From an optimization exercise on the open Yosys and OpenROAD flow, aimed at small area; shortcuts taken in it are not production practice. Only simulation tests tie the RTL to the original design; equivalence was not proved. The clock port is modelled as an ideal driver, which makes a skipped or thinned clock tree look cheaper than it is; a real chip needs a root buffer or a tree.

==> flow/design.v <==
`timescale 1ns / 1ps
module pwm( input clk,
            input rst,
            output reg [7:0] hi
    );
    reg [8:0] lo;
    wire lz = ~|lo[7:0];
    wire carry = lo[8] & lz;                   
    wire fb = lo[8] ^ lo[4] ^ lz;
    wire h194 = hi[7] & hi[6] & hi[1] & ~hi[0];
    wire h195 = hi[7] & hi[6] & hi[1] & hi[0];
    always @(posedge clk or posedge rst)
        if (rst) begin
            lo <= 9'd0;
            hi <= 8'd0;
        end else begin
            lo <= {lo[7:0], fb} | ((carry & h194) ? 9'b110110110 : 9'b0);
            if (carry)
                hi <= (hi + 8'd1) & ~(h195 ? 8'b11000100 : 8'b0);
        end
endmodule
`timescale 1ns / 1ps
module knightrider(
    input clk,
    input rst,
    input [1:0] mode,
    output [7:0] led
    );
parameter [20:0] speed=21'd2_097_100;
parameter [14:0] delay1=15'd19_512;
parameter [14:0] delay2=15'd15_512;
parameter [20:0] KRT0 = 21'h001100;
localparam [14:0] DEL0 = 15'h7FFF - delay1;
localparam [14:0] DEL2 = delay2 + DEL0;
reg [20:0] krt_cnt;
reg [14:0] del_cnt;
reg [2:0] pos;        
reg direction;        
reg [63:0] data;
reg [7:0] slow;
wire kr_tick = ~|krt_cnt[19:0];
wire run = ~kr_tick & ~mode[0];
wire kt = kr_tick & ~mode[0];
wire [15:0] dc;
assign dc[0] = run;
genvar k;
generate for (k = 0; k < 15; k = k + 1) begin : dch
    assign dc[k+1] = dc[k] & del_cnt[k];
end endgenerate
wire dt = mode[1] ? dc[15] : (run & (del_cnt == DEL2));
wire [7:0] phi;
pwm pwm_0 (.clk(clk), .rst(rst), .hi(phi));
always @(posedge clk)
    if (rst | kr_tick)
        krt_cnt <= KRT0;
    else
        krt_cnt <= {krt_cnt[19:0], krt_cnt[20] ^ krt_cnt[18]};
always @(posedge clk)
    if (rst | dt)
        del_cnt <= DEL0;
    else
        del_cnt <= del_cnt ^ dc[14:0];
always @(posedge clk)
    if (rst) begin
        pos <= 3'd0;
        direction <= 1'b1;
    end else if (kt) begin
        pos <= direction ? pos + 3'd1 : pos - 3'd1;
        direction <= direction ? (pos != 3'd6) : (pos == 3'd1);
    end
genvar i;
generate for (i = 0; i < 8; i = i + 1) begin : ch
    wire [7:0] d = data[8*i +: 8];
    wire [8:0] z;
    assign z[0] = 1'b1;
    for (k = 0; k < 8; k = k + 1) begin : zc
        assign z[k+1] = z[k] & ~d[k];
    end
    wire nz = ~z[8];
    wire dec = dt & (d[7] | (nz & (slow[i] | mode[1])));
    wire set = kt & (pos == i);
    always @(posedge clk) begin
        data[8*i +: 8] <= {8{~rst}} & ({8{set}} | (d ^ ({8{dec}} & z[7:0])));
        slow[i] <= ~rst & (slow[i] ^ (dt & nz & ~d[7]));
    end
    wire [8:0] c;
    assign c[0] = 1'b0;
    for (k = 0; k < 8; k = k + 1) begin : cmp
        assign c[k+1] = (d[k] & ~phi[k]) | ((d[k] | ~phi[k]) & c[k]);
    end
    assign led[i] = c[8];
end endgenerate
endmodule
Settings: LEC_CHECK=0, CAP_MARGIN=10, CORE_MARGIN=2, CORE_UTILIZATION=85, SLEW_MARGIN=10; clock period 10.0 ns.
standard.sh (not shown) runs the stock make flow with config.mk's settings and CLKGATE_MAP_FILE= SYNTH_SCRIPT=/design/flow/synth_recipe.tcl, a recipe that flattens the netlist after the stock synthesis.
==> flow/flow/run.sh <==
#!/bin/bash
# The standard layout (standard.sh) with these changes:
#  - synthesis maps with an area-oriented abc script and no adder cells
#  - port buffers are buf_1
#  - the clock tree is rebuilt after CTS as a root inverter and seven leaf
#    inverters, one per cluster of flip-flops (flow/mytree.tcl)
set -euo pipefail
here=$(pwd)
export AREA_ABC_SCRIPT=$here/flow/area.abc
export ADDER_MAP_FILE=
export BUFFER_PORTS_ARGS="-buffer_cell sky130_fd_sc_hd__buf_1"
export CTS_ARGS="-sink_clustering_enable -repair_clock_nets -dont_use_dummy_load -buf_list sky130_fd_sc_hd__clkbuf_8"
export MYTREE_TCL=$here/flow/mytree.tcl
export POST_CTS_TCL=$here/flow/post_cts.tcl
sed "s#SYNTH_SCRIPT=[^ ]*#SYNTH_SCRIPT=$here/flow/synth.tcl#" standard.sh > flow_standard.sh
bash flow_standard.sh > flow.log 2>&1
Other scripts of this flow, unchanged in this note and not shown: flow/flow/area.abc, flow/flow/mytree.tcl, flow/flow/post_cts.tcl, flow/flow/synth.tcl
The baseline finished with timing, DRC and antenna clean.
Then changed:
--- a/flow/design.v
+++ b/flow/design.v
@@ -33,10 +33,10 @@
 localparam [14:0] DEL0 = 15'h7FFF - delay1;
 localparam [14:0] DEL2 = delay2 + DEL0;
 reg [20:0] krt_cnt;
 reg [14:0] del_cnt;
-reg [2:0] pos;        
-reg direction;        
+reg [2:0] pos;
+reg direction;
 reg [63:0] data;
 reg [7:0] slow;
 wire kr_tick = ~|krt_cnt[19:0];
 wire run = ~kr_tick & ~mode[0];
What happened: First-iteration DRC count does not change. Die area does not change. Area after synthesis stays the same. Global-route usage stays the same. Via count does not change. Synthesized cell count stays the same. Wire length does not change.
No run of this note takes its clock network from TritonCTS; it comes from the design's own scripts or RTL.

==> static timing again, ports no longer ideal <==
In the flow no input, the clock included, has a driving cell. The finished layouts below were timed again as built, in two steps.
Step 1 (the two cells are an assumption about what drives the block):
set clk [get_ports {clk}]
set_driving_cell -lib_cell sky130_fd_sc_hd__clkbuf_16 $clk
set_driving_cell -lib_cell sky130_fd_sc_hd__buf_2 [delete_from_list [all_inputs] $clk]
Step 2 adds t to the input delays and takes it off the output delays; t is the mean of the earliest and latest rising clock arrival at the registers after step 1. Input paths then give back, and output paths get back, about the clock's delay inside the block.
Slacks: ideal / step 1 / step 2; pairs: ideal / step 1.
run	t, ns	setup WS [ns]	worst data-port slew with drivers (ns)	cell pins on the clock port's net
the first run	0.277	4.454 / 4.419 / 4.205	0.04	1
the second run	0.277	4.454 / 4.419 / 4.205	0.04	1
After both steps setup and hold are still met in every run listed.
